This is an optimization exercise on Yosys and OpenROAD, whose aim is small area, not a production implementation. Only simulation tests tie the RTL to the original design; equivalence was not proved.

File: design/flow/design.v
module uart_receiver #(
    parameter int BIT_RATE = 9600,          
    parameter int CLK_FREQ = 50_000_000,    
    parameter int PAYLOAD_BITS = 8,         
    parameter int EOF_BITS = 1              
)(
    input wire clk,                         
    input wire resetn,                      
    input wire receiver_pin,                
    input wire enabled,                     
    output wire got_break,                  
    output wire is_valid,                   
    output logic [PAYLOAD_BITS-1:0] data    
);
localparam int CLK_PER_BIT = CLK_FREQ / BIT_RATE;       
localparam int HALF_BIT = CLK_PER_BIT / 2;               
localparam int COUNT_REG_LEN = 1 + $clog2(CLK_PER_BIT);  
typedef enum logic [2:0] {
    IDLE       ,     
    START_BIT  ,     
    DATA_BITS  ,     
    STOP_BIT   ,     
    CLEANUP          
} state_t;
state_t curr_state, next_state;            
reg rx_sync1;                              
reg rx_sync2;                              
reg [PAYLOAD_BITS-1:0] rx_shift_reg;         
reg [COUNT_REG_LEN-1:0] cycle_counter;    
reg [$clog2(PAYLOAD_BITS):0] bit_counter;    
reg data_valid;                            
reg break_detected;                        
always_ff @(posedge clk or negedge resetn) begin 
    if(!resetn) begin
        curr_state <= IDLE;
        cycle_counter <= 0;
        bit_counter <= 0;
        rx_shift_reg <= 0;
        data <= 0;
        data_valid <= 0;
        break_detected <= 0;
        rx_sync1 <= 1;
        rx_sync2 <= 1;
    end else if (enabled) begin 
        rx_sync1 <= receiver_pin;
        rx_sync2 <= rx_sync1;
        curr_state <= next_state;
        data_valid <= 0;
        case (curr_state) 
            IDLE: begin
                cycle_counter <= 0;
                bit_counter <= 0;
                break_detected <= 0;
            end
            START_BIT: begin
                if(cycle_counter == HALF_BIT - 1) begin
                    cycle_counter <= 0;
                end else begin 
                    cycle_counter <= cycle_counter + 1;
                end 
            end
            DATA_BITS: begin
                if(cycle_counter == CLK_PER_BIT - 1) begin
                    cycle_counter <= 0;
                    if (bit_counter < PAYLOAD_BITS)
                        rx_shift_reg[bit_counter[$clog2(PAYLOAD_BITS)-1:0]] <= rx_sync2;
                    bit_counter <= bit_counter + 1;
                end else begin 
                    cycle_counter <= cycle_counter + 1;
                end
            end
            STOP_BIT: begin 
                if(cycle_counter == CLK_PER_BIT - 1) begin
                    cycle_counter <= 0;
                    if(rx_sync2 == 1) begin
                        data <= rx_shift_reg;
                        data_valid <= 1;
                    end else begin
                        break_detected <= 1;
                    end
                end else begin
                    cycle_counter <= cycle_counter + 1;
                end
            end
            CLEANUP: begin
                cycle_counter <= 0;
                bit_counter <= 0;
            end
        endcase
    end 
end 
always_comb begin
    next_state = curr_state;
    case (curr_state)
        IDLE: begin
            if(rx_sync2 == 0) begin
                next_state = START_BIT;
            end
        end
        START_BIT: begin
            if (cycle_counter == HALF_BIT - 1) begin
                if(rx_sync2 == 0) begin
                    next_state = DATA_BITS;
                end else begin
                    next_state = IDLE;
                end
            end 
        end 
        DATA_BITS: begin
            if (cycle_counter == CLK_PER_BIT - 1) begin
                if (bit_counter >= PAYLOAD_BITS) begin
                    next_state = STOP_BIT;
                end
            end 
        end
        STOP_BIT: begin
            if(cycle_counter == CLK_PER_BIT - 1) begin
                next_state = CLEANUP;
            end
        end
        CLEANUP: begin
            next_state = IDLE;
        end
        default: begin
            next_state = IDLE;
        end
    endcase
end 
assign is_valid = data_valid;
assign got_break = break_detected;
endmodule
module uart_transmitter #(
    parameter int BIT_RATE = 9600,          
    parameter int CLK_FREQ = 50_000_000,    
    parameter int PAYLOAD_BITS = 8,         
    parameter int STOP_BITS = 1             
)(
    input wire clk,                         
    input wire resetn,                      
    input wire [PAYLOAD_BITS-1:0] tx_data,  
    input wire tx_start,                    
    output logic tx,                        
    output logic tx_busy                    
);
localparam int CLK_PER_BIT = CLK_FREQ / BIT_RATE;       
localparam int COUNT_REG_LEN = 1 + $clog2(CLK_PER_BIT);  
typedef enum logic [2:0] {
    IDLE       ,     
    START_BIT  ,     
    DATA_BITS  ,     
    STOP_BIT   ,     
    CLEANUP          
} state_t;
state_t curr_state, next_state;            
reg [PAYLOAD_BITS-1:0] tx_shift_reg;       
reg [COUNT_REG_LEN-1:0] cycle_counter;     
reg [$clog2(PAYLOAD_BITS):0] bit_counter;  
reg tx_reg;                                
reg busy_reg;                              
always_ff @(posedge clk or negedge resetn) begin
    if (!resetn) begin
        curr_state <= IDLE;
        cycle_counter <= 0;
        bit_counter <= 0;
        tx_shift_reg <= 0;
        tx_reg <= 1;          
        busy_reg <= 0;
    end else begin
        curr_state <= next_state;
        case (curr_state)
            IDLE: begin
                tx_reg <= 1;
                busy_reg <= 0;
                cycle_counter <= 0;
                bit_counter <= 0;
                if (tx_start) begin
                    tx_shift_reg <= tx_data;
                    busy_reg <= 1;
                end
            end
            START_BIT: begin
                tx_reg <= 0;
                if (cycle_counter == CLK_PER_BIT - 1) begin
                    cycle_counter <= 0;
                end else begin
                    cycle_counter <= cycle_counter + 1;
                end
            end
            DATA_BITS: begin
                tx_reg <= tx_shift_reg[bit_counter];
                if (cycle_counter == CLK_PER_BIT - 1) begin
                    cycle_counter <= 0;
                    bit_counter <= bit_counter + 1;
                end else begin
                    cycle_counter <= cycle_counter + 1;
                end
            end
            STOP_BIT: begin
                tx_reg <= 1;
                if (cycle_counter == CLK_PER_BIT - 1) begin
                    cycle_counter <= 0;
                end else begin
                    cycle_counter <= cycle_counter + 1;
                end
            end
            CLEANUP: begin
                tx_reg <= 1;
                busy_reg <= 0;
                cycle_counter <= 0;
                bit_counter <= 0;
            end
        endcase
    end
end
always_comb begin
    next_state = curr_state;
    case (curr_state)
        IDLE: begin
            if (tx_start) begin
                next_state = START_BIT;
            end
        end
        START_BIT: begin
            if (cycle_counter == CLK_PER_BIT - 1) begin
                next_state = DATA_BITS;
            end
        end
        DATA_BITS: begin
            if (cycle_counter == CLK_PER_BIT - 1) begin
                if (bit_counter == PAYLOAD_BITS - 1) begin
                    next_state = STOP_BIT;
                end
            end
        end
        STOP_BIT: begin
            if (cycle_counter == CLK_PER_BIT - 1) begin
                next_state = CLEANUP;
            end
        end
        CLEANUP: begin
            next_state = IDLE;
        end
        default: begin
            next_state = IDLE;
        end
    endcase
end
assign tx = tx_reg;
assign tx_busy = busy_reg;
endmodule
module vect_add_operator #(
    parameter int MAX_N = 128
)(
    input wire [31:0] n,
    input wire [MAX_N-1:0][31:0] v1,
    input wire [MAX_N-1:0][31:0] v2,
    output reg [MAX_N-1:0][31:0] result
);
    always_comb begin
        for (int i = 0; i < MAX_N; i++) begin
            if (i < n) begin
                result[i] = v1[i] + v2[i];
            end else begin
                result[i] = 0;
            end
        end
    end
endmodule
module vect_mult_operator #(
    parameter int MAX_N = 128 
)(
    input wire [31:0] n,
    input wire [MAX_N-1:0][31:0] v1,
    input wire [MAX_N-1:0][31:0] v2,
    output reg [MAX_N-1:0][31:0] result
);
    always_comb begin 
        for (int i = 0; i < MAX_N; i++) begin
            if (i < n) begin
                result[i] = (v1[i] * v2[i]) >> 8;
            end else begin
                result[i] = 0;
            end
        end
    end
endmodule
module vect_dot_operator #(
    parameter int MAX_N = 128 
)(
    input wire [31:0] n,
    input wire [MAX_N-1:0][31:0] v1,
    input wire [MAX_N-1:0][31:0] v2,
    output reg [31:0] result
);
    always_comb begin 
        logic [31:0] temp_sum;
        temp_sum = 32'b0;
        for (int i = 0; i < MAX_N; i++) begin
            if (i < n) begin
                temp_sum += v1[i] * v2[i];
            end
        end
        result = temp_sum >> 16;
    end
endmodule
module mat_add_operator #(
    parameter int MAX_N = 4,
    parameter int MAX_M = 4
)(
    input  wire [31:0] n,
    input  wire [31:0] m,
    input  wire [MAX_N*MAX_M-1:0][31:0] m1,
    input  wire [MAX_N*MAX_M-1:0][31:0] m2,
    output reg [MAX_N*MAX_M-1:0][31:0] result
);
    integer i,j;
    always_comb begin
        for (i=0; i < MAX_N; i=i+1) begin
            for (j=0; j < MAX_M; j=j+1) begin
                result[i*MAX_M + j] = m1[i*MAX_M + j] + m2[i*MAX_M + j];
            end
        end
    end
endmodule
module uart_vector_processor #(
    parameter int BIT_RATE = 115200,       
    parameter int CLK_FREQ = 1_843_200,     
    parameter int MAX_VECT_SIZE = 8,       
    parameter int MAX_MAT_ROWS = 4,        
    parameter int MAX_MAT_COLS = 4         
)(
    input wire clk,
    input wire resetn,
    input wire uart_rx,
    output wire uart_tx,
    output wire led_busy,           
    output wire led_rx_active,      
    output wire led_tx_active,      
    output wire led_error           
);
    typedef enum logic [3:0] {
        IDLE,
        RX_SIZE_N,
        RX_SIZE_M,
        RX_VECTOR1,
        RX_VECTOR2,
        RX_MATRIX1,
        RX_MATRIX2,
        COMPUTE,
        TX_RESULT,
        ERROR
    } state_t;
    state_t state, next_state;
    wire [7:0] rx_data;
    wire rx_valid;
    reg [7:0] tx_data;
    reg tx_start;
    wire tx_busy;
    reg [7:0] command;
    reg [31:0] size_n;          
    reg [31:0] size_m;          
    reg [MAX_VECT_SIZE-1:0][31:0] vector1;
    reg [MAX_VECT_SIZE-1:0][31:0] vector2;
    reg [MAX_VECT_SIZE-1:0][31:0] vect_result;
    reg [MAX_MAT_ROWS*MAX_MAT_COLS-1:0][31:0] matrix1;
    reg [MAX_MAT_ROWS*MAX_MAT_COLS-1:0][31:0] matrix2;
    reg [MAX_MAT_ROWS*MAX_MAT_COLS-1:0][31:0] mat_result;
    reg [31:0] scalar_result;
    reg [1:0] byte_index;       
    reg [31:0] temp_value;      
    reg [31:0] element_count;   
    reg [31:0] total_elements;  
    reg tx_busy_prev;           
    wire tx_all_sent;           
    wire [31:0] mat_index = (element_count / size_m) * MAX_MAT_COLS + element_count % size_m;
    wire [MAX_VECT_SIZE-1:0][31:0] vect_add_out;
    wire [MAX_VECT_SIZE-1:0][31:0] vect_mult_out;
    wire [31:0] vect_dot_out;
    wire [MAX_MAT_ROWS*MAX_MAT_COLS-1:0][31:0] mat_add_out;
    uart_receiver #(
        .BIT_RATE(BIT_RATE),
        .CLK_FREQ(CLK_FREQ),
        .PAYLOAD_BITS(8),
        .EOF_BITS(1)
    ) uart_rx_inst (
        .clk(clk),
        .resetn(resetn),
        .receiver_pin(uart_rx),
        .enabled(1'b1),
        .data(rx_data),
        .is_valid(rx_valid),
        .got_break()
    );
    uart_transmitter #(
        .BIT_RATE(BIT_RATE),
        .CLK_FREQ(CLK_FREQ),
        .PAYLOAD_BITS(8),
        .STOP_BITS(1)
    ) uart_tx_inst (
        .clk(clk),
        .resetn(resetn),
        .tx_data(tx_data),
        .tx_start(tx_start),
        .tx(uart_tx),
        .tx_busy(tx_busy)
    );
    vect_add_operator #(
        .MAX_N(MAX_VECT_SIZE)
    ) vect_add (
        .n(size_n),
        .v1(vector1),
        .v2(vector2),
        .result(vect_add_out)
    );
    vect_mult_operator #(
        .MAX_N(MAX_VECT_SIZE)
    ) vect_mult (
        .n(size_n),
        .v1(vector1),
        .v2(vector2),
        .result(vect_mult_out)
    );
    vect_dot_operator #(
        .MAX_N(MAX_VECT_SIZE)
    ) vect_dot (
        .n(size_n),
        .v1(vector1),
        .v2(vector2),
        .result(vect_dot_out)
    );
    mat_add_operator #(
        .MAX_N(MAX_MAT_ROWS),
        .MAX_M(MAX_MAT_COLS)
    ) mat_add (
        .n(size_n),
        .m(size_m),
        .m1(matrix1),
        .m2(matrix2),
        .result(mat_add_out)
    );
    always_ff @(posedge clk or negedge resetn) begin
        if (!resetn) begin
            state <= IDLE;
            command <= 0;
            size_n <= 0;
            size_m <= 0;
            byte_index <= 0;
            temp_value <= 0;
            element_count <= 0;
            total_elements <= 0;
            tx_start <= 0;
            tx_data <= 0;
            tx_busy_prev <= 0;
            for (int i = 0; i < MAX_VECT_SIZE; i++) begin
                vector1[i] <= 0;
                vector2[i] <= 0;
                vect_result[i] <= 0;
            end
            for (int i = 0; i < MAX_MAT_ROWS; i++) begin
                for (int j = 0; j < MAX_MAT_COLS; j++) begin
                    matrix1[i*MAX_MAT_COLS + j] <= 0;
                    matrix2[i*MAX_MAT_COLS + j] <= 0;
                    mat_result[i*MAX_MAT_COLS + j] <= 0;
                end
            end
            scalar_result <= 0;
        end else begin
            state <= next_state;
            tx_start <= 0;   
            case (state)
                IDLE: begin
                    if (rx_valid) begin
                        command <= rx_data;
                        byte_index <= 0;
                        element_count <= 0;
                        temp_value <= 0;
                    end
                end
                RX_SIZE_N: begin
                    if (rx_valid) begin
                        if (byte_index == 3) begin
                            size_n <= {rx_data, temp_value[23:0]};
                            byte_index <= 0;
                            temp_value <= 0;
                        end else begin
                            temp_value[byte_index*8 +: 8] <= rx_data;
                            byte_index <= byte_index + 1;
                        end
                    end
                end
                RX_SIZE_M: begin
                    if (rx_valid) begin
                        if (byte_index == 3) begin
                            size_m <= {rx_data, temp_value[23:0]};
                            byte_index <= 0;
                            temp_value <= 0;
                            total_elements <= {rx_data, temp_value[23:0]} * size_n;
                        end else begin
                            temp_value[byte_index*8 +: 8] <= rx_data;
                            byte_index <= byte_index + 1;
                        end
                    end
                end
                RX_VECTOR1, RX_VECTOR2: begin
                    if (rx_valid) begin
                        if (byte_index == 3) begin
                            if (state == RX_VECTOR1)
                                vector1[element_count] <= {rx_data, temp_value[23:0]};
                            else
                                vector2[element_count] <= {rx_data, temp_value[23:0]};
                            byte_index <= 0;
                            temp_value <= 0;
                            if ((state == RX_VECTOR1 && element_count == size_n - 1) ||
                                (state == RX_VECTOR2 && element_count == size_n - 1)) begin
                                element_count <= 0;
                            end else begin
                                element_count <= element_count + 1;
                            end
                        end else begin
                            temp_value[byte_index*8 +: 8] <= rx_data;
                            byte_index <= byte_index + 1;
                        end
                    end
                end
                RX_MATRIX1, RX_MATRIX2: begin
                    if (rx_valid) begin
                        if (byte_index == 3) begin
                            if (state == RX_MATRIX1)
                                matrix1[mat_index] <= {rx_data, temp_value[23:0]};
                            else
                                matrix2[mat_index] <= {rx_data, temp_value[23:0]};
                            byte_index <= 0;
                            temp_value <= 0;
                            if ((state == RX_MATRIX1 && element_count == total_elements - 1) ||
                                (state == RX_MATRIX2 && element_count == total_elements - 1)) begin
                                element_count <= 0;
                            end else begin
                                element_count <= element_count + 1;
                            end
                        end else begin
                            temp_value[byte_index*8 +: 8] <= rx_data;
                            byte_index <= byte_index + 1;
                        end
                    end
                end
                COMPUTE: begin
                    case (command)
                        8'h01: begin  
                            for (int i = 0; i < MAX_VECT_SIZE; i++)
                                vect_result[i] <= vect_add_out[i];
                        end
                        8'h02: begin  
                            for (int i = 0; i < MAX_VECT_SIZE; i++)
                                vect_result[i] <= vect_mult_out[i];
                        end
                        8'h03: begin  
                            scalar_result <= vect_dot_out;
                        end
                        8'h04: begin  
                            for (int i = 0; i < MAX_MAT_ROWS; i++)
                                for (int j = 0; j < MAX_MAT_COLS; j++)
                                    mat_result[i*MAX_MAT_COLS + j] <= mat_add_out[i*MAX_MAT_COLS + j];
                        end
                    endcase
                    element_count <= 0;
                    byte_index <= 0;
                    tx_busy_prev <= 0;   
                end
                TX_RESULT: begin
                    tx_busy_prev <= tx_busy;
                    if (!tx_busy && !tx_busy_prev && !tx_start && !tx_all_sent) begin
                        if (command == 8'h03) begin
                            tx_data <= scalar_result[byte_index*8 +: 8];
                        end else if (command == 8'h04) begin
                            tx_data <= mat_result[mat_index][byte_index*8 +: 8];
                        end else begin
                            tx_data <= vect_result[element_count][byte_index*8 +: 8];
                        end
                        tx_start <= 1;
                    end
                    if (tx_busy_prev && !tx_busy) begin
                        if (byte_index == 3) begin
                            byte_index <= 0;
                            element_count <= element_count + 1;
                        end else begin
                            byte_index <= byte_index + 1;
                        end
                    end
                end
                ERROR: begin
                end
            endcase
        end
    end
    always_comb begin
        next_state = state;
        case (state)
            IDLE: begin
                if (rx_valid) begin
                    if (rx_data >= 8'h01 && rx_data <= 8'h04)
                        next_state = RX_SIZE_N;
                    else
                        next_state = ERROR;
                end
            end
            RX_SIZE_N: begin
                if (rx_valid && byte_index == 3) begin
                    if (command == 8'h04)  
                        next_state = RX_SIZE_M;
                    else
                        next_state = RX_VECTOR1;
                end
            end
            RX_SIZE_M: begin
                if (rx_valid && byte_index == 3)
                    next_state = RX_MATRIX1;
            end
            RX_VECTOR1: begin
                if (rx_valid && byte_index == 3 && element_count == size_n - 1)
                    next_state = RX_VECTOR2;
            end
            RX_VECTOR2: begin
                if (rx_valid && byte_index == 3 && element_count == size_n - 1)
                    next_state = COMPUTE;
            end
            RX_MATRIX1: begin
                if (rx_valid && byte_index == 3 && element_count == total_elements - 1)
                    next_state = RX_MATRIX2;
            end
            RX_MATRIX2: begin
                if (rx_valid && byte_index == 3 && element_count == total_elements - 1)
                    next_state = COMPUTE;
            end
            COMPUTE: begin
                next_state = TX_RESULT;
            end
            TX_RESULT: begin
                if (tx_all_sent && !tx_busy && !tx_start)
                    next_state = IDLE;
            end
            ERROR: begin
                next_state = ERROR;
            end
        endcase
    end
    assign tx_all_sent = byte_index == 0 &&
                         (command == 8'h03 ? element_count >= 1 :
                          command == 8'h04 ? element_count >= total_elements :
                                             element_count >= size_n);
    assign led_busy = (state != IDLE && state != ERROR);
    assign led_rx_active = (state >= RX_SIZE_N && state <= RX_MATRIX2);
    assign led_tx_active = (state == TX_RESULT);
    assign led_error = (state == ERROR);
endmodule
File: design/flow/run.sh
#!/bin/bash
# synth_recipe.tcl (not shown) runs the flow's synth.tcl, then flattens the netlist and writes it again
# the make line also repeats each setting of config.mk as NAME=value (left out here)
make -C /OpenROAD-flow-scripts/flow DESIGN_CONFIG=/design/flow/config.mk WORK_HOME=/design/flow/orfs CLKGATE_MAP_FILE= SYNTH_SCRIPT=/design/flow/synth_recipe.tcl finish
File: design/flow/config.mk
export PLATFORM = sky130hd
export DESIGN_NAME = uart_vector_processor
export DESIGN_NICKNAME = uart_vector_processor
export VERILOG_FILES = /design/flow/design.v
export SDC_FILE = /design/flow/constraint.sdc
export NUM_CORES = 8
export LEC_CHECK = 0
export CAP_MARGIN = 20
export CORE_MARGIN = 2
export CORE_UTILIZATION = 40
export SLEW_MARGIN = 20
File: design/flow/constraint.sdc
create_clock -name core_clock -period 100.0 [get_ports {clk}]
set_input_delay 20.0000 -clock core_clock [delete_from_list [all_inputs] [get_ports {clk}]]
set_output_delay 20.0000 -clock core_clock [all_outputs]
set_load 0.01 [all_outputs]
==> flow_summary.yaml, run 1 <==
run_status:
  status: "timing/DRC/antenna clean"
worst_setup_path:
  path_delay_family: "compound AO/OA/AOI/OAI gates"
  worstPathRequired_ns: 100.88
  reg2reg_to: "matrix1[408]"
  crit_type: "flip-flop to flip-flop"
  critPathLaunch: "size_m[29]"
  worst-path-buf-inv: 33
  arrival_ns: 94.62
  critPathLaunchType: "flip-flop"
  ff2ff_path_depth: 355
  cpMaxStageDelayCell: "o31ai_1"
  endpoint_kind: "flip-flop"
  r2r-start: "size_m[29]"
  rrSetupSlack_ns: 6.26
  slowest_delay_ns: 0.96
  crit_path_max_fanout: 34
  cp_common_cell: "o21a_1"
min_path:
  min_from: "uart_rx_inst.rx_sync1"
  whs_path_depth: 0
  min_to: "uart_rx_inst.rx_sync2"
  hold_path.class: "flip-flop to flip-flop"
cts:
  cts_tree: "yes"
  htreeDepth: 5
  cts_buffers: 305
  clockBufferDepth: 4
  clk_pin_slew_ns: 0.06
  hold_buffers: 0
  insertion_delay_ns: 1.04
  clockRootBuffer: "clkbuf_16"
  clock_sinks: 2549
synth:
  synth.avg_cell_area_um2: 9.232
  syn_nets: 41296
  syn-cell-area_um2: 322000
  synth.ff_latch_count: 2549
  synth-edff-count: 0
  synth_cell_types: 133
  async_reset_ff_share_pct: 100.0
  seq_area_frac_synth_pct: 19.81
  synthCells: 34884
  ys.warnings.count: 7
  ys.flop_type: "dfrtp_1"
place:
  pre_cts_ws_ns: 1.237
  dp_hpwl_um: 793200
  dpl.cell_count: 44285
  place_congestion: 0.9440
  port_buffers: 7
final_layout:
  top_regs: "mat_result (512), matrix1 (512), matrix2 (512)"
  final_cell_mix: "nand2_1, inv_1, fa_1"
  final_common_cell: "nand2_1"
  final_util_pct: 42.95
  fillers: 77330
  fin_cells: 44981
  nets: 40454
  drive_gt1_share_pct: 9.254
  syn2layout_area_growth_pct: 7.003
routing:
  first_iter_violations: 23612
  ant_nets: 0
  via_count: 253471
  drc: 0
  drt-total-wl_um: 1085000
  drt-pass1-iter-count: 8
  viasPerCell: 5.635
  wire_per_inst_um: 24.11
die:
  initial_core_util_pct: 40.14
  rows: 329
  io_pins: 8
  die-area_um2: 812300
  die_x_um: 901.3
  core_um2: 802300
  die_h_um: 901.3
timing:
  period_minus_slack_ns: 93.74
  slew_violations: 0
  rsz0062_at_grt: "no"
  final.period_utilization_pct: 93.74
  fmax_mhz: 10.67
  worst_slack_ns: 6.259
  tns_ns: 0
  final_hold_viol_count: 0
  maxSlewHeadroom_pct: 11.63
  worst_slew_pin_slew_ns: 1.316
  setup_violations: 0
  skew_ns: 0.09624
grt:
  antenna_found_initial: 100
  overflow: 0
  grt_pass1_wl_um: 1631000
  grt_usage_pct: 26.18
  grt_max_degree: 237
  grt_pass1_vias: 256101
job:
  cap_violations: 0
==> through the flow <==
step	hold slack (ns)	cell area, um2
2_1_floorplan	0.3452	322000
3_3_place_gp	0.3490	332600
3_5_place_dp	0.3522	332700
4_1_cts	0.3611	343400
5_1_grt	0.3648	344400
6_report	0.3607	344600
==> synthesized netlist by cell type (185+ instances only) <==
library cell     n  area share, %
ha_1          2705             11
a31oi_1        206           0.40
nor2_1        1418            1.7
o31ai_1        230           0.54
fa_1          3704             23
xnor2_1       1252            3.4
o21a_1         299           0.70
mux2_1         348            1.2
a21oi_1       1252            1.9
and3_1         198           0.38
xor2_1         680            1.8
nand2_1       5098            5.9
or3_1          185           0.36
nor3_1         549           0.85
dfrtp_1       2546             20
clkbuf_1      1554            1.8
mux2_2         806            2.8
o21ai_0       1440            2.2
a21o_1         398           0.93
mux2_4         617            2.9
nand2b_1       188           0.37
nand3_1        348           0.54
and2_1        1384            2.7
mux4_2         226            1.6
inv_1         5023            5.9
==> worst register-to-register path, delay by kind of cell (launching register included) <==
family / cells / cell delay (ns)
AOI/OAI and AO/OA: 216 / 55.19
adders and majority gates: 33 / 10.09
buffers and inverters: 33 / 8.57
and+or+nand+nor: 67 / 17.10
muxes: 6 / 2.14
DFF: 1 / 0.44
==> worst max-delay path by stage <==
stage               cells past startpoint      endpoint  slack (ns)
floorplan                             373  matrix1[258]       20.65
global placement                      360  matrix2[349]        2.28
detailed placement                    360  matrix2[337]        1.24
CTS                                   360  matrix2[378]        0.95
global route                          361  matrix1[131]        0.02
finish                                355  matrix1[408]        6.26
==> area by class of cell <==
class | instances | area, um2 | area share, %
timing repair buffer | 592 | 4813 | 1.397
sequential | 2549 | 63940 | 18.55
inverter | 5038 | 18940 | 5.495
clock buffer | 417 | 8737 | 2.535
tap | 10592 | 13250 | 3.846
clock inverter | 137 | 1946 | 0.5646
multi-input combinational | 25555 | 232700 | 67.53
antenna | 100 | 250.2 | 0.07262
timing repair inverter | 1 | 5.005 | 0.001452
==> logic make-up after synthesis <==
kind of cell             count (synthesis)  share of synthesized area, %
XOR/XNOR                              1933                         5.261
AO/OA/AOI/OAI                         5082                         10.06
multiplexers                          2120                         8.874
adder cells (fa/ha/maj)               6409                         33.53
flip-flops                            2549                         19.81
buffers and inverters                 6800                         8.232
AND/OR/NAND/NOR                       9991                         14.23
==> layer usage <==
layer	vias to the layer above	track usage (%)	part of all wire (%)
met1	129045	36.60	43
met3	1938	4.822	9.0
li1	111774	-	-
met2	10664	40.85	44
met5	-	0	0.031
met4	50	9.084	3.9
==> what timing repair did <==
action / CTS / global route
hold endpoints to repair: 0 / 0
endpoints found under the setup margin: 0 / 1032
buffers inserted: 0 / 18
resized for setup: 0 / 69
==> run 2: changes to the inputs <==
==> design/flow/design.v (replaced) <==
module uart_vector_processor #(
    parameter int BIT_RATE = 115200,
    parameter int CLK_FREQ = 1_843_200,
    parameter int MAX_VECT_SIZE = 8,
    parameter int MAX_MAT_ROWS = 4,
    parameter int MAX_MAT_COLS = 4
)(
    input wire clk,
    input wire resetn,
    input wire uart_rx,
    output wire uart_tx,
    output wire led_busy,
    output wire led_rx_active,
    output wire led_tx_active,
    output wire led_error
);
    localparam [2:0] S_IDLE = 3'd0,    
                     S_SZ   = 3'd1,    
                     S_OP1  = 3'd2,    
                     S_OP2  = 3'd3,    
                     S_TX   = 3'd4,    
                     S_ERR  = 3'd6;    
    reg [2:0] st;
    reg       frm;           
    reg [7:0] fc;            
    reg [3:0] ph;            
    reg [3:0] w;             
    reg [1:0] bi;            
    reg [3:0] L;             
    reg [1:0] op;            
    reg       c;             
    reg       dA;            
    reg       bcur;          
    reg       act;           
    reg       txo;           
    wire [3:0] m = fc[7:4];
    wire [3:0] e = fc[3:0];
    wire is_tx  = (st == S_TX);
    wire is_mat = (op == 2'b00);
    wire is_dot = (op == 2'b11);
    wire muldot = op[1];
    reg [15:0] rE [0:15];
    reg [15:0] rO [0:15];
    wire [2:0] yidx = is_dot ? 3'd0 : w[2:0];
    wire XE_lo = rE[{1'b0, w[2:0]}][0];
    wire XO_lo = rO[{1'b0, w[2:0]}][0];
    wire YE = rE[{1'b1, yidx}][0];
    wire YO = rO[{1'b1, yidx}][0];
    wire XE = w[3] ? YE : XE_lo;
    wire XO = w[3] ? YO : XO_lo;
    wire [2:0] bb = {1'b0, bi} + ((is_tx && muldot) ? {1'b0, is_dot, ~is_dot} : 3'd0);
    wire bitwin = frm && !m[3];                        
    wire hit    = bitwin && (ph == {bb[1:0], m[2:1]});  
    wire s15    = (ph == 4'd15);
    wire fend   = frm && (e == 4'd15) && (is_tx ? (m == 4'd9) : (m == 4'd8));
    wire rx   = uart_rx;
    wire XR   = m[0] ? XO : XE;                        
    wire first_bit = (bi == 2'd0) && (m[2:0] == 3'd0);
    wire cin_add = first_bit ? 1'b0 : c;
    wire nb   = (st == S_OP1) ? rx : (XR ^ rx ^ cin_add);
    wire pass  = act;                                   
    wire pfirst = (ph == 4'd0);
    wire cin_m = pfirst ? 1'b0 : c;
    wire t0 = bcur & XE;
    wire s0 = YE ^ t0 ^ cin_m;
    wire c1 = (YE & t0) | (YE & cin_m) | (t0 & cin_m);
    wire t1 = bcur & XO;
    wire s1 = YO ^ t1 ^ c1;
    wire c2 = (YO & t1) | (YO & c1) | (t1 & c1);
    wire rxop = frm && !is_tx;
    wire capv = bb[2] ? 1'b0 : (muldot ? (m[0] ? YO : YE) : (m[0] ? XO : XE));
    wire wrX  = pass || (hit && rxop && (st == S_OP1 || (st == S_OP2 && !muldot)));
    wire wrY  = pass || (st == S_OP1 && muldot);
    wire XdE = pass ? (pfirst ? 1'b0 : dA) : (m[0] ? XE : nb);
    wire XdO = pass ? XE : (m[0] ? nb : XO);
    wire YdE = pass ? s0 : 1'b0;
    wire YdO = pass ? s1 : 1'b0;
    wire UdE = is_mat ? XdE : YdE;
    wire UdO = is_mat ? XdO : YdO;
    genvar gi;
    generate
        for (gi = 0; gi < 16; gi = gi + 1) begin : g_slot
            wire we;
            wire dE, dO;
            if (gi < 8) begin : g_lo
                assign we = wrX && (w == gi);
                assign dE = XdE;
                assign dO = XdO;
            end else begin : g_hi
                assign we = (wrX && (w == gi)) || (wrY && (yidx == gi - 8));
                assign dE = UdE;
                assign dO = UdO;
            end
            always @(posedge clk) begin
                rE[gi] <= {we ? dE : rE[gi][0], rE[gi][15:1]};
                rO[gi] <= {we ? dO : rO[gi][0], rO[gi][15:1]};
            end
        end
    endgenerate
    wire [3:0] wnx = (is_mat && (w[1:0] == L[1:0])) ? {w[3:2] + 2'd1, 2'b00} : (w + 4'd1);
    wire last = (w == L);
    wire [2:0] k = m[2:0];
    wire brin = (k == 3'd0) ? 1'b1 : c;
    wire dbit = rx ^ brin;
    always @(posedge clk) begin
        ph <= ph + 4'd1;
        fc <= (!frm && !rx && st != S_ERR && !is_tx) ? 8'hF1 :
              (is_tx && !frm && s15)               ? 8'h00 : fc + 8'd1;
        if (pass) begin
            c  <= c2;
            dA <= XO;
        end else if (hit && rxop) begin
            if (st == S_SZ) c <= brin & ~rx;
            else            c <= (XR & rx) | (XR & cin_add) | (rx & cin_add);
        end
        if (hit && rxop) begin
            case (st)
                S_IDLE: begin
                    if (k == 3'd0) op[0] <= rx;
                    if (k == 3'd1) op[1] <= rx;
                end
                S_SZ: begin
                    if (bi == 2'd0 && (is_mat ? (k < 3'd2) : (k < 3'd4))) begin
                        if (is_mat && w[0]) L <= {L[3:2], dbit, L[1]};
                        else                L <= {dbit, L[3:1]};
                    end
                end
                default: ;
            endcase
        end
        if (is_tx) begin
            if (hit) bcur <= capv;
        end else if (s15)
            bcur <= rx;
        if (s15)
            act <= bitwin && rxop && st == S_OP2 && muldot;
        if (fend) begin
            case (st)
                S_IDLE: begin bi <= 2'd0; w <= 4'd0; end
                S_SZ: begin
                    bi <= bi + 2'd1;
                    if (bi == 2'd3) w <= (is_mat && !w[0]) ? 4'd1 : 4'd0;
                end
                S_OP1, S_OP2, S_TX: begin
                    bi <= bi + 2'd1;
                    if (bi == 2'd3) w <= last ? 4'd0 : wnx;
                end
                default: ;
            endcase
        end
    end
    always @(posedge clk or negedge resetn) begin
        if (!resetn) begin
            st  <= S_IDLE;
            frm <= 1'b0;
            txo <= 1'b1;
        end else begin
            if (!frm && !rx && st != S_ERR && !is_tx) frm <= 1'b1;
            else if (is_tx && !frm && s15)           frm <= 1'b1;
            else if (fend)                           frm <= 1'b0;
            if (s15)
                txo <= (is_tx && !frm) ? 1'b0 : (is_tx && frm && !m[3]) ? (hit ? capv : bcur) : 1'b1;
            if (hit && rxop && st == S_IDLE) begin
                if (k == 3'd2 && (rx ? (op != 2'b00) : (op == 2'b00))) st <= S_ERR;
                if (k >= 3'd3 && rx) st <= S_ERR;
            end
            if (fend) begin
                case (st)
                    S_IDLE: st <= S_SZ;
                    S_SZ:   if (bi == 2'd3 && !(is_mat && !w[0])) st <= S_OP1;
                    S_OP1:  if (bi == 2'd3 && last) st <= S_OP2;
                    S_OP2:  if (bi == 2'd3 && last) st <= S_TX;
                    S_TX:   if (bi == 2'd3 && (last || is_dot)) st <= S_IDLE;
                    default: ;
                endcase
            end
        end
    end
    assign uart_tx       = txo;
    assign led_tx_active = is_tx;
    assign led_rx_active = (st == S_SZ) || (st == S_OP1) || (st == S_OP2);
    assign led_busy      = led_rx_active || is_tx;
    assign led_error     = (st == S_ERR);
endmodule
--- a/design/flow/config.mk
+++ b/design/flow/config.mk
@@ -9,3 +9,5 @@
 export CORE_MARGIN = 2
 export CORE_UTILIZATION = 40
+export CTS_BUF_LIST = sky130_fd_sc_hd__clkbuf_8
+export CTS_CLUSTER_SIZE = 30
 export SLEW_MARGIN = 20
==> run 2 against run 1 <==
Compared with the run above:
- still clean
- first-iteration DRC count is 99% lower
- fmax grew to 4.2 times the previous value
- die area is 96% lower
- non-clock buffer count is 584 lower
- clock skew is 0.064 ns lower
- area after synthesis is 96% lower
- wire length is 98% lower
- setup slack better by 71 ns
- synthesized cell count is 97% lower
- clock-buffer cell count is 319 lower
- register-to-register slack better by 89 ns
- worst hold slack worse by 0.063 ns
- critical path type is now flip-flop to output port
==> flow_summary.yaml, run 2 <==
run_status:
  status: "timing/DRC/antenna clean"
timing:
  worst_slew_pin_slew_ns: 0.8215
  maxSlewHeadroom_pct: 45.23
  skew_ns: 0.03224
  slew_violations: 0
  period_minus_slack_ns: 22.31
  fmax_mhz: 44.83
  tns_ns: 0
  final_hold_viol_count: 0
  setup_violations: 0
  rsz0062_at_grt: "no"
  final.period_utilization_pct: 22.31
synth:
  synth.avg_cell_area_um2: 15.20
  synth.ff_latch_count: 545
  synth_cell_types: 74
  syn-cell-area_um2: 13430
  synth_area_leaders: "dfxtp_1, edfxtp_1, mux2_2, ha_1, nand2_1"
  yosysMostFrequentCell: "dfxtp_1"
  async_reset_ff_share_pct: 0.9174
  seq_area_frac_synth_pct: 82.61
  synth-edff-count: 16
  ys.flop_type: "dfxtp_1"
  synth_area_leader_cell: "dfxtp_1"
  synth.top_cell.area_share_pct: 78.09
  ys.warnings.count: 3
  synthCells: 884
  synth_common_cells: "dfxtp_1, nand2_1, nor2_1, mux2_2, ha_1"
  syn_nets: 908
final_layout:
  fillers: 2899
  top_regs: "rE (256), rO (256), fc (8)"
  final_common_cell: "dfxtp_1"
  stdcell_area_um2: 15610
  nets: 980
  antenna_cells: 0
  drive_gt1_share_pct: 15.27
  syn2layout_area_growth_pct: 16.23
  final_cell_mix: "dfxtp_1, clkbuf_8, nand2_1"
grt:
  antenna_found_initial: 0
  grt_usage_pct: 11.38
  grt_max_degree: 24
  grt_pass1_vias: 6242
  overflow: 0
  grt_pass1_wl_um: 31440
worst_setup_path:
  endpoint_kind: "output port"
  r2r-start: "w[1]"
  crit_type: "flip-flop to output port"
  arrival_ns: 2.31
  crit_path_max_fanout: 10
  worstPathRequired_ns: 80.00
  critPathLaunchType: "flip-flop"
  critPathLaunch: "st[2]"
cts:
  post_cts_resized: 0
  clockBufferDepth: 3
  htreeDepth: 3
  cts_tree: "yes"
  cts_buffers: 80
  insertion_delay_ns: 0.58
  cts_setup_buffers: 0
  hold_buffers: 0
  clockRootBuffer: "clkbuf_8"
  clk_pin_slew_ns: 0.07
  clock_sinks: 545
min_path:
  hold_path.class: "flip-flop to flip-flop"
  min_from: "rO[7][8]"
die:
  die_h_um: 187.3
  initial_core_util_pct: 40.36
  io_pins: 8
  die_x_um: 187.3
  core_um2: 33280
  rows: 67
  die-area_um2: 35060
routing:
  ant_nets: 0
  viasPerCell: 4.285
  drt-total-wl_um: 19470
  via_count: 6269
  wire_per_inst_um: 13.31
  drt-pass1-iter-count: 5
  drc: 0
  first_iter_violations: 349
place:
  place_congestion: 0.8176
  dp_hpwl_um: 11960
  placed_area_um2: 13980
  port_buffers: 7
job:
  cap_violations: 0
## run 2: through the flow
stage	cells	worst slack (ns)	hold slack, ns	utilization (%)
finish	1463	77.69	0.2976	46.91
global route	1463	77.55	0.2917	46.91
CTS	1463	77.63	0.2853	46.91
detailed placement	1322	77.37	0.3121	42.01
global placement	1322	77.43	0.3098	42.01
floorplan	884	78.41	0.3096	-
## run 2: area by class of cell
class | count | area [um2] | share of cell area (%)
clock buffer | 98 | 1349 | 8.639
clock inverter | 43 | 282.8 | 1.811
inverter | 14 | 52.55 | 0.3366
multi-input combinational | 307 | 2193 | 14.05
sequential | 545 | 11100 | 71.08
tap | 448 | 560.5 | 3.590
timing repair buffer | 8 | 77.57 | 0.4969
## run 2: worst max-delay path, cell delays in order, from the launching register on
cell and delay, ns:
dfrtp_1 0.55, nor2b_1 0.24, nand2b_1 0.17, inv_2 0.19, clkdlybuf4s50_1 0.57
## run 2: kinds of logic (layout without fill, tap and decap cells)
logic type | Yosys count | after routing | synth area share [%]
simple gates | 145 | 145 | 5.300
fa+ha+maj | 21 | 21 | 2.180
mux | 35 | 35 | 2.888
buf+inv | 32 | 163 | 1.062
compound gates | 88 | 88 | 4.788
xor+xnor | 18 | 18 | 1.174
flops | 545 | 545 | 82.61
## run 2: metal layers
metal,vias to the layer above,GRT usage [%],wire length (um)
met3,44,3.133,1022
li1,3117,-,-
met1,2951,15.37,9665
met5,-,0,0
met4,0,6.929,639
met2,157,16.23,8137
## run 2: final timing paths
| check | to | slack [ns] | cells past startpoint |
|---|---|---|---|
| worst max-delay path | led_tx_active | 77.69 | 4 |
| worst min-delay path | rO[7][7] | 0.30 | 0 |
| worst max register to register | rO[4][15] | 95.38 | 14 |
| worst min register to register | rO[7][7] | 0.30 | 0 |
| max in group asynchronous | txo | 80.07 | 1 |
| min in group asynchronous | st[2] | 19.65 | 1 |
==> run 3: changes to the inputs <==
--- a/design/flow/config.mk
+++ b/design/flow/config.mk
@@ -8,5 +8,5 @@
 export CAP_MARGIN = 20
 export CORE_MARGIN = 2
-export CORE_UTILIZATION = 40
+export CORE_UTILIZATION = 70
 export CTS_BUF_LIST = sky130_fd_sc_hd__clkbuf_8
 export CTS_CLUSTER_SIZE = 30
==> run 3 against run 2 <==
Compared with the run above:
- setup slack worse by 0.024 ns
- core utilization up 34 points
- non-clock buffer count down 1
- cell count down 15%
- still clean on timing, DRC and antenna
- critical path depth down 1
- area after synthesis unchanged
- register-to-register slack worse by 0.11 ns
==> flow_summary.yaml, run 3 <==
run_status:
  status: "timing/DRC/antenna clean"
routing:
  via_count: 6571
  viasPerCell: 5.308
  drt-total-wl_um: 24680
  wire_per_inst_um: 19.93
  ant_nets: 0
  drc: 0
  drt-pass1-iter-count: 7
  first_iter_violations: 414
final_layout:
  syn2layout_area_growth_pct: 13.74
  register_area_um2: 11100
  final_cell_mix: "dfxtp_1, clkbuf_8, nand2_1"
  antenna_cells: 0
  stdcell_area_um2: 15280
  fillers: 888
  multi_input_area_um2: 2193
  top_regs: "rE (256), rO (256), fc (8)"
  drive_gt1_share_pct: 15.14
  nets: 974
  final_common_cell: "dfxtp_1"
  fin_cells: 1238
grt:
  grt_pass1_vias: 7127
  antenna_found_initial: 1
  grt_pass1_wl_um: 38460
  grt_max_degree: 24
  grt_usage_pct: 25.53
  overflow: 0
worst_setup_path:
  endpoint_kind: "output port"
  path_delay_family: "flip-flops"
  worstPathRequired_ns: 80.00
  path_cells: "nor2_1, xnor2_1, clkdlybuf4s50_1"
  crit_type: "flip-flop to output port"
  critPathLaunchType: "flip-flop"
  cpMaxStageDelayCell: "dfrtp_1"
  slowest_delay_ns: 0.68
  crit_path_max_fanout: 16
  worst-path-buf-inv: 1
  arrival_ns: 2.33
cts:
  hold_buffers: 0
  clock_sinks: 545
  insertion_delay_ns: 0.60
  cts_tree: "yes"
  htreeDepth: 3
  clockBufferDepth: 3
  cts_setup_buffers: 0
  clk_pin_slew_ns: 0.07
  clockRootBuffer: "clkbuf_8"
  post_cts_resized: 0
  cts_buffers: 75
timing:
  fmax_mhz: 44.78
  maxSlewHeadroom_pct: 41.38
  period_minus_slack_ns: 22.33
  final.period_utilization_pct: 22.33
  worst_slack_ns: 77.67
  worst_slew_pin_slew_ns: 0.8793
  slew_violations: 0
  setup_violations: 0
  final_hold_viol_count: 0
  rsz0062_at_grt: "no"
  skew_ns: 0.02685
  tns_ns: 0
synth:
  yosysMostFrequentCell: "dfxtp_1"
  ys.flop_type: "dfxtp_1"
  synth_mux_area_share_pct: 2.887
  yosys.area_share.simple_pct: 5.300
  synth_common_cells: "dfxtp_1, nand2_1, nor2_1, mux2_2, ha_1"
  ys.warnings.count: 3
  synth_top_family_by_area: "simple AND/OR/NAND/NOR gates"
  synth_area_leader_cell: "dfxtp_1"
  synth_cell_types: 74
  synth_xor_area_share_pct: 1.174
  synth_fa_ha_area_share_pct: 2.180
  synthCells: 884
  synth-compound-area-share_pct: 4.788
  synth.avg_cell_area_um2: 15.20
  syn_nets: 908
  seq_area_frac_synth_pct: 82.61
  synth.top_cell.area_share_pct: 78.09
  synth-edff-count: 16
  synth.ff_latch_count: 545
  synth_area_leaders: "dfxtp_1, edfxtp_1, mux2_2, ha_1, nand2_1"
  syn-cell-area_um2: 13430
  async_reset_ff_share_pct: 0.9174
place:
  dp_hpwl_um: 14040
  dpl.cell_count: 1107
  place_congestion: 0.8280
  port_buffers: 7
  pre_cts_ws_ns: 77.38
  placed_area_um2: 13710
die:
  io_pins: 8
  core_um2: 18770
  rows: 50
  die_h_um: 142.5
  initial_core_util_pct: 71.57
  die-area_um2: 20310
  die_x_um: 142.5
min_path:
  hold_path.class: "flip-flop to flip-flop"
job:
  cap_violations: 0
## run 3: per-stage QoR
step                      utilization, %  hold slack, ns
after floorplan                        -          0.3096
after global placement             73.03          0.3095
after detailed placement           73.03          0.3121
after CTS                          81.41          0.3107
after global routing               81.41          0.3251
final                              81.41          0.3161
## run 3: final timing paths
check / start / to / slack, ns / cells after the start
worst max-delay path: st[1] / led_busy / 77.67 / 3
worst min-delay path: rE[6][7] / rE[6][6] / 0.32 / 0
worst max register to register: w[0] / rO[2][15] / 95.27 / 14
worst min register to register: rE[6][7] / rE[6][6] / 0.32 / 0
max in group asynchronous: resetn / txo / 80.07 / 1
min in group asynchronous: resetn / st[2] / 19.66 / 1
## run 3: worst register-to-register path, stage by stage (launching register included)
cell	delay, ns
edfxtp_1	0.90
inv_1	0.34
ha_1	0.42
a22oi_1	0.26
a32oi_1	0.16
nor3_1	0.33
o22ai_2	0.19
nor2_1	0.13
nor2_1	0.07
fa_1	0.46
mux2i_1	0.35
a21oi_1	0.15
a221oi_2	0.29
o41ai_2	0.21
mux2_1	0.37
## run 3: per-layer routing
metal / global-route usage (%) / part of all wire (%) / wire (um)
met4: 13.91 / 3.8 / 939
met1: 32.26 / 43 / 10610
met5: 0 / 0 / 0
met3: 5.787 / 4.7 / 1171
met2: 41.17 / 48 / 11960
## run 3: cell type report
type	instances	area share, %
Sequential cell	545	72.63
Clock buffer	97	8.738
Multi-Input combinational cell	307	14.36
Tap cell	234	1.916
Timing Repair Buffer	7	0.4586
Inverter	14	0.3440
Clock inverter	34	1.556
## run 3: cell families after synthesis
| logic type | after synthesis |
|---|---|
| compound gates | 88 |
| xor+xnor | 18 |
| mux | 35 |
| fa+ha+maj | 21 |
| flops | 545 |
| buf+inv | 32 |
| simple gates | 145 |
==> run 4: changes to the inputs <==
--- a/design/flow/config.mk
+++ b/design/flow/config.mk
@@ -8,6 +8,6 @@
 export CAP_MARGIN = 20
 export CORE_MARGIN = 2
-export CORE_UTILIZATION = 70
-export CTS_BUF_LIST = sky130_fd_sc_hd__clkbuf_8
-export CTS_CLUSTER_SIZE = 30
+export CORE_UTILIZATION = 40
+export CTS_BUF_LIST = sky130_fd_sc_hd__clkbuf_4
+export CTS_CLUSTER_SIZE = 20
 export SLEW_MARGIN = 20
==> run 4 against run 3 <==
Compared with the run above:
- clock skew is 0.014 ns higher
- clock-buffer cell count is 80 higher
- critical path type unchanged
==> flow_summary.yaml, run 4 <==
final_layout:
  nets: 1031
  drive_gt1_share_pct: 21.51
  final_util_pct: 46.92
  final_common_cell: "dfxtp_1"
  final_cell_mix: "dfxtp_1, clkbuf_4, nand2_1"
  syn2layout_area_growth_pct: 16.25
  top_regs: "rE (256), rO (256), fc (8)"
timing:
  maxSlewHeadroom_pct: 43.63
  fmax_mhz: 44.51
  final.period_utilization_pct: 22.47
  final_hold_viol_count: 0
  period_minus_slack_ns: 22.47
  worst_slack_ns: 77.53
  worst_slew_pin_slew_ns: 0.8455
  setup_violations: 0
  slew_violations: 0
  skew_ns: 0.04110
  rsz0062_at_grt: "no"
  tns_ns: 0
grt:
  met3_usage_pct: 4.897
  grt_usage_pct: 11.70
  antenna_found_initial: 1
  busiest_layer: "met2"
  grt_pass1_wl_um: 32120
  met1_usage_pct: 14.95
  met2_usage_pct: 16.39
  grt_max_degree: 24
  grt_pass1_vias: 6707
  overflow: 0
synth:
  synth.avg_cell_area_um2: 15.20
  synth.ff_latch_count: 545
  synth_area_leaders: "dfxtp_1, edfxtp_1, mux2_2, ha_1, nand2_1"
  syn-cell-area_um2: 13430
  seq_area_frac_synth_pct: 82.61
  synthCells: 884
  synth_common_cells: "dfxtp_1, nand2_1, nor2_1, mux2_2, ha_1"
  synth.top_cell.area_share_pct: 78.09
  ys.warnings.count: 3
  yosysMostFrequentCell: "dfxtp_1"
  ys.flop_type: "dfxtp_1"
  synth-edff-count: 16
  synth_area_leader_cell: "dfxtp_1"
  syn_nets: 908
  async_reset_ff_share_pct: 0.9174
  synth_cell_types: 74
worst_setup_path:
  r2r-start: "w[1]"
  crit_type: "flip-flop to output port"
  worstPathRequired_ns: 80.00
  endpoint_kind: "output port"
  critPathLaunchType: "flip-flop"
  rrSetupSlack_ns: 95.42
  reg2reg_to: "rO[6][15]"
  setup.worst_path.end: "led_tx_active"
  ff2ff_path_depth: 14
  critPathLaunch: "st[2]"
  arrival_ns: 2.47
  crit_path_max_fanout: 10
min_path:
  hold_path.class: "flip-flop to flip-flop"
  min_from: "rO[1][10]"
routing:
  first_iter_violations: 235
  viasPerCell: 4.275
  drt-pass1-iter-count: 5
  drc: 0
  wire_per_inst_um: 12.70
  via_count: 6575
  drt-total-wl_um: 19540
  ant_nets: 0
die:
  rows: 67
  die_x_um: 187.3
  initial_core_util_pct: 40.36
  die_h_um: 187.3
  io_pins: 8
  die-area_um2: 35060
  core_um2: 33280
cts:
  clk_pin_slew_ns: 0.06
  hold_buffers: 0
  clockBufferDepth: 3
  clockRootBuffer: "clkbuf_4"
  cts_setup_buffers: 0
  insertion_delay_ns: 0.75
  clock_sinks: 545
  cts_tree: "yes"
  post_cts_resized: 0
  htreeDepth: 4
  cts_buffers: 131
place:
  pre_cts_ws_ns: 77.37
  place_congestion: 0.8176
  port_buffers: 7
  dp_hpwl_um: 11960
run_status:
  status: "timing/DRC/antenna clean"
job:
  cap_violations: 0
[run 4: cell counts after synthesis]
Identical to the previous run, type by type.
[run 4: kinds of logic after synthesis]
| group | count (synthesis) | synth area share [%] |
|---|---|---|
| adders and majority gates | 21 | 2.180 |
| xor gates and xnor gates | 18 | 1.174 |
| AOI/OAI and AO/OA | 88 | 4.788 |
| buffers and inverters | 32 | 1.062 |
| and+or+nand+nor | 145 | 5.300 |
| DFF | 545 | 82.61 |
| muxes | 35 | 2.888 |
[run 4: layout make-up]
class / instances / area [um2]
antenna: 2 / 5.005
clock buffer: 177 / 1329
clock inverter: 37 / 301.5
fill: 2935 / 17660
inverter: 14 / 52.55
multi-input combinational: 307 / 2193
sequential: 545 / 11100
tap: 448 / 560.5
timing repair buffer: 8 / 77.57
[run 4: stage by stage]
stage	cells	hold slack (ns)	cell area (um2)
6_report	1538	0.3031	15620
3_3_place_gp	1322	0.3098	13980
5_1_grt	1538	0.3064	15620
3_5_place_dp	1322	0.3121	13980
2_1_floorplan	884	0.3096	13430
4_1_cts	1536	0.2972	15610
[run 4: worst min path at each step]
stage | end | slack (ns) | cells after the start
final | rO[1][9] | 0.30 | 0
after global routing | rE[5][1] | 0.31 | 0
after CTS | rO[1][9] | 0.30 | 0
after detailed placement | rE[11][3] | 0.31 | 0
after global placement | rE[8][8] | 0.31 | 0
after floorplan | rE[0][0] | 0.31 | 0
[run 4: critical path: stages, from the launching register on]
cell	delay (ns)
dfrtp_1	0.55
nor2b_1	0.24
nand2b_1	0.17
inv_2	0.19
clkdlybuf4s50_1	0.57
[run 4: metal layers]
metal	vias to the layer above	wire length, um
li1	3284	-
met1	3082	9545
met2	169	8324
met3	40	1113
met4	0	554
met5	-	0
==> run 5: changes to the inputs <==
--- a/design/flow/config.mk
+++ b/design/flow/config.mk
@@ -9,5 +9,3 @@
 export CORE_MARGIN = 2
 export CORE_UTILIZATION = 40
-export CTS_BUF_LIST = sky130_fd_sc_hd__clkbuf_4
-export CTS_CLUSTER_SIZE = 20
 export SLEW_MARGIN = 20
==> run 5 against run 4 <==
Compared with the run above:
- still clean on timing, DRC and antenna
- wire length fell by 2.2%
- synthesized cell count unchanged
- clock skew fell by 0.023 ns
- setup slack improved by 0.21 ns
- critical path depth decreased by 1
- critical endpoint is now led_busy
- largest cell class unchanged
==> flow_summary.yaml, run 5 <==
run_status:
  status: "timing/DRC/antenna clean"
die:
  initial_core_util_pct: 40.36
  io_pins: 8
  rows: 67
  core_um2: 33280
  die_h_um: 187.3
  die-area_um2: 35060
  die_x_um: 187.3
place:
  dp_hpwl_um: 11960
  port_buffers: 7
  place_congestion: 0.8176
cts:
  clockRootBuffer: "clkbuf_16"
  clk_pin_slew_ns: 0.06
  htreeDepth: 2
  hold_buffers: 0
  cts_buffers: 49
  clockBufferDepth: 3
  cts_tree: "yes"
  insertion_delay_ns: 0.54
  post_cts_resized: 0
  clock_sinks: 545
  cts_setup_buffers: 0
final_layout:
  final_common_cell: "dfxtp_1"
  final_util_pct: 46.99
  register_area_um2: 11100
  drive_gt1_share_pct: 12.14
  antenna_cells: 0
  top_regs: "rE (256), rO (256), fc (8)"
  final_cell_mix: "dfxtp_1, clkbuf_16, nand2_1"
  nets: 949
  multi_input_area_um2: 2193
  fillers: 2887
  syn2layout_area_growth_pct: 16.42
synth:
  synth.avg_cell_area_um2: 15.20
  synth_area_leaders: "dfxtp_1, edfxtp_1, mux2_2, ha_1, nand2_1"
  synthCells: 884
  syn_nets: 908
  yosys.area_share.simple_pct: 5.300
  synth_area_leader_cell: "dfxtp_1"
  synth_xor_area_share_pct: 1.174
  synth_fa_ha_area_share_pct: 2.180
  synth.top_cell.area_share_pct: 78.09
  synth_mux_area_share_pct: 2.887
  synth.ff_latch_count: 545
  ys.flop_type: "dfxtp_1"
  synth_cell_types: 74
  synth-compound-area-share_pct: 4.788
  ys.warnings.count: 3
  synth_top_family_by_area: "simple AND/OR/NAND/NOR gates"
  async_reset_ff_share_pct: 0.9174
  yosysMostFrequentCell: "dfxtp_1"
  synth_common_cells: "dfxtp_1, nand2_1, nor2_1, mux2_2, ha_1"
  seq_area_frac_synth_pct: 82.61
  synth-edff-count: 16
  syn-cell-area_um2: 13430
timing:
  period_minus_slack_ns: 22.26
  slew_violations: 0
  worst_slew_pin_slew_ns: 0.8329
  final_hold_viol_count: 0
  tns_ns: 0
  fmax_mhz: 44.93
  maxSlewHeadroom_pct: 44.48
  final.period_utilization_pct: 22.26
  setup_violations: 0
  rsz0062_at_grt: "no"
  skew_ns: 0.01807
routing:
  first_iter_violations: 336
  ant_nets: 0
  drt-pass1-iter-count: 4
  drt-total-wl_um: 19100
  wire_per_inst_um: 13.53
  via_count: 6183
  viasPerCell: 4.379
  drc: 0
grt:
  grt_pass1_vias: 5958
  grt_max_degree: 24
  overflow: 0
  antenna_found_initial: 0
  grt_pass1_wl_um: 30950
  grt_usage_pct: 11.07
worst_setup_path:
  path_cells: "nor2_1, xnor2_1, clkdlybuf4s50_1"
  critPathLaunchType: "flip-flop"
  crit_type: "flip-flop to output port"
  cpMaxStageDelayCell: "dfrtp_1"
  crit_path_max_fanout: 16
  slowest_delay_ns: 0.57
  endpoint_kind: "output port"
  arrival_ns: 2.26
  worstPathRequired_ns: 80.00
job:
  cap_violations: 0
min_path:
  hold_path.class: "flip-flop to flip-flop"
[run 5: per-stage QoR]
stage / std cells / hold WS, ns / setup WS, ns / cell area, um2
floorplan: 884 / 0.3096 / 78.41 / 13430
global placement: 1322 / 0.3098 / 77.43 / 13980
detailed placement: 1322 / 0.3121 / 77.37 / 13980
CTS: 1412 / 0.3235 / 77.71 / 15640
global route: 1412 / 0.3237 / 77.62 / 15640
finish: 1412 / 0.3175 / 77.74 / 15640
[run 5: path summary, 6_finish.rpt]
path	startpoint	endpoint	slack, ns	cells after the start
min in group asynchronous	resetn	frm	19.69	1
max	st[1]	led_busy	77.74	3
min reg2reg	rE[1][9]	rE[1][8]	0.32	0
max reg2reg	w[1]	rO[6][15]	95.41	14
min	rE[1][9]	rE[1][8]	0.32	0
max in group asynchronous	resetn	txo	80.04	1
[run 5: per-layer routing]
layer	part of all wire [%]	GRT usage [%]	vias up
li1	-	-	3033
met3	5.4	2.758	56
met5	0	0	-
met4	3.4	4.853	0
met1	50	15.59	2933
met2	41	16.13	161
[run 5: final cells by class]
type / instances / area share, %
inverters: 14 / 0.3360
well taps: 448 / 3.584
repair buffers: 8 / 0.4960
multi-input cells: 307 / 14.03
clock inverters: 19 / 1.376
clock buffers: 71 / 9.225
flip-flops and latches: 545 / 70.96
[run 5: cells by family after synthesis]
logic type | after synthesis
buf+inv | 32
simple gates | 145
flops | 545
compound gates | 88
xor+xnor | 18
fa+ha+maj | 21
mux | 35
[run 5: critical path, delay by kind of cell, from the launching register on]
| kind | cells | cell delay [ns] |
|---|---|---|
| buffers and inverters | 1 | 0.57 |
| flip-flops | 1 | 0.57 |
| AND/OR/NAND/NOR | 1 | 0.38 |
| XOR/XNOR | 1 | 0.20 |
==> run 6: changes to the inputs <==
--- a/design/flow/config.mk
+++ b/design/flow/config.mk
@@ -9,3 +9,5 @@
 export CORE_MARGIN = 2
 export CORE_UTILIZATION = 40
+export CTS_CLUSTER_DIAMETER = 60
+export CTS_CLUSTER_SIZE = 40
 export SLEW_MARGIN = 20
==> run 6 against run 5 <==
Compared with the run above:
- critical path type unchanged
- critical endpoint is now led_tx_active
- fmax shrank 0.20%
- worst hold slack lost 0.031 ns
- highest routed layer unchanged
- register-to-register slack gained 0.04 ns
- clock-buffer cell count shrank 44
==> flow_summary.yaml, run 6 <==
synth:
  yosysMostFrequentCell: "dfxtp_1"
  ys.warnings.count: 3
  synth_fa_ha_area_share_pct: 2.180
  synth_top_family_by_area: "simple AND/OR/NAND/NOR gates"
  synth.top_cell.area_share_pct: 78.09
  seq_area_frac_synth_pct: 82.61
  synth_mux_area_share_pct: 2.887
  synth_xor_area_share_pct: 1.174
  syn_nets: 908
  async_reset_ff_share_pct: 0.9174
  synth.avg_cell_area_um2: 15.20
  synth.ff_latch_count: 545
  ys.flop_type: "dfxtp_1"
  syn-cell-area_um2: 13430
  synth_area_leader_cell: "dfxtp_1"
  synth_cell_types: 74
  synth_area_leaders: "dfxtp_1, edfxtp_1, mux2_2, ha_1, nand2_1"
  synth_common_cells: "dfxtp_1, nand2_1, nor2_1, mux2_2, ha_1"
  yosys.area_share.simple_pct: 5.300
  synth-edff-count: 16
  synth-compound-area-share_pct: 4.788
  synthCells: 884
die:
  die_x_um: 187.3
  io_pins: 8
  die_h_um: 187.3
  core_um2: 33280
  initial_core_util_pct: 40.36
  rows: 67
  die-area_um2: 35060
timing:
  slew_violations: 0
  tns_ns: 0
  maxSlewHeadroom_pct: 45.46
  setup_violations: 0
  skew_ns: 0.04237
  final.period_utilization_pct: 22.30
  final_hold_viol_count: 0
  fmax_mhz: 44.84
  whs_ns: 0.2869
  rsz0062_at_grt: "no"
  period_minus_slack_ns: 22.30
  worst_slew_pin_slew_ns: 0.8180
worst_setup_path:
  path_cells: "nor2b_1, nand2b_1, inv_2, clkdlybuf4s50_1"
  arrival_ns: 2.30
  reg2reg_to: "rO[1][15]"
  path_delay_family: "buffers and inverters"
  crit_type: "flip-flop to output port"
  critPathLaunchType: "flip-flop"
  worst-path-buf-inv: 2
  r2r-start: "w[1]"
  crit_path_max_fanout: 10
  cpMaxStageDelayCell: "dfrtp_1"
  endpoint_kind: "output port"
  worstPathRequired_ns: 80.00
  ff2ff_path_depth: 14
  slowest_delay_ns: 0.57
  rrSetupSlack_ns: 95.45
grt:
  grt_pass1_wl_um: 29930
  antenna_found_initial: 0
  grt_max_degree: 41
  grt_usage_pct: 10.63
  grt_pass1_vias: 5732
  overflow: 0
final_layout:
  final_common_cell: "dfxtp_1"
  final_cell_mix: "dfxtp_1, nand2_1, nor2_1"
  drive_gt1_share_pct: 9.219
  top_regs: "rE (256), rO (256), fc (8)"
  syn2layout_area_growth_pct: 11.92
  nets: 927
min_path:
  min_from: "rO[1][7]"
  whs_path_depth: 0
  min_to: "rO[1][6]"
  hold_path.class: "flip-flop to flip-flop"
cts:
  clockRootBuffer: "clkbuf_16"
  hold_buffers: 0
  htreeDepth: 1
  cts_buffers: 27
  post_cts_resized: 0
  insertion_delay_ns: 0.57
  clk_pin_slew_ns: 0.12
  cts_tree: "yes"
  cts_setup_buffers: 0
  clock_sinks: 545
  clockBufferDepth: 3
run_status:
  status: "timing/DRC/antenna clean"
place:
  place_congestion: 0.8176
  port_buffers: 7
  dp_hpwl_um: 11960
routing:
  wire_per_inst_um: 13.56
  drt-pass1-iter-count: 5
  ant_nets: 0
  drt-total-wl_um: 18590
  viasPerCell: 4.348
  first_iter_violations: 288
  via_count: 5961
  drc: 0
job:
  cap_violations: 0
run 6: logic make-up (layout without fill, tap and decap cells):
kind of cell | Yosys count | in the layout
adder cells (fa/ha/maj) | 21 | 21
AO/OA/AOI/OAI | 88 | 88
buffers and inverters | 32 | 70
multiplexers | 35 | 35
flip-flops | 545 | 545
AND/OR/NAND/NOR | 145 | 145
XOR/XNOR | 18 | 18
other | 0 | 1
run 6: stage by stage:
stage / worst slack [ns] / util, % / std cells / cell area, um2
2_1_floorplan: 78.41 / - / 884 / 13430
3_3_place_gp: 77.43 / 42.01 / 1322 / 13980
3_5_place_dp: 77.37 / 42.01 / 1322 / 13980
4_1_cts: 77.67 / 45.17 / 1370 / 15030
5_1_grt: 77.57 / 45.17 / 1370 / 15030
6_report: 77.70 / 45.17 / 1371 / 15030
run 6: final cells by class:
cell class                 instances  area [um2]
antenna                            1       2.502
fill                            2934       18250
multi-input combinational        307        2193
tap                              448       560.5
clock inverter                    21       375.4
inverter                          14       52.55
timing repair buffer               8       77.57
clock buffer                      27       675.6
sequential                       545       11100
run 6: how the worst max path moves through the flow:
stage	from	end	slack [ns]	depth (start not counted)
2_1_floorplan	uart_rx	rO[0][15]	78.41	6
3_3_place_gp	uart_rx	rO[1][15]	77.43	7
3_5_place_dp	uart_rx	rO[4][15]	77.37	7
4_1_cts	st[2]	led_tx_active	77.67	4
5_1_grt	st[2]	led_tx_active	77.57	4
6_report	st[2]	led_tx_active	77.70	4
run 6: layer usage:
layer | track usage [%] | vias up | share of wire (%)
met1 | 15.30 | 2859 | 52
li1 | - | 2972 | -
met3 | 1.970 | 39 | 3.9
met2 | 15.94 | 91 | 41
met4 | 4.029 | 0 | 2.9
met5 | 0 | - | 0

afterwards: timing with drivers on the ports:
How much do the figures lean on ideal ports? The routed layouts below were timed once more, with nothing changed but the port constraints. Step 1 (the two cells are an assumption about what drives the block):
set clk [get_ports {clk}]
set_driving_cell -lib_cell sky130_fd_sc_hd__clkbuf_16 $clk
set_driving_cell -lib_cell sky130_fd_sc_hd__buf_2 [delete_from_list [all_inputs] $clk]
Step 2 adds t to the input delays and takes it off the output delays; t is the mean of the earliest and latest rising clock arrival at the registers after step 1. Input paths then give back, and output paths get back, about the clock's delay inside the block. Three values: no drivers, after step 1, after step 2; two values: the first two.
run	t (ns)	setup WS [ns]	hold slack, ns
run 1	1.115	6.259 / 6.259 / 6.259	0.361 / 0.361 / 0.361
run 2	0.613	77.694 / 77.650 / 77.324	0.298 / 0.298 / 0.298
run 3	0.633	77.670 / 77.628 / 77.317	0.316 / 0.316 / 0.316
run 4	0.766	77.532 / 77.490 / 77.320	0.303 / 0.303 / 0.303
run 5	0.581	77.742 / 77.695 / 77.344	0.317 / 0.317 / 0.317
run 6	0.595	77.697 / 77.649 / 77.347	0.287 / 0.287 / 0.287
After both steps setup and hold are still met in every run listed. For run 5, which loses most, drivers alone change the setup slack by -0.047 ns; drivers and shift together by -0.398 ns.
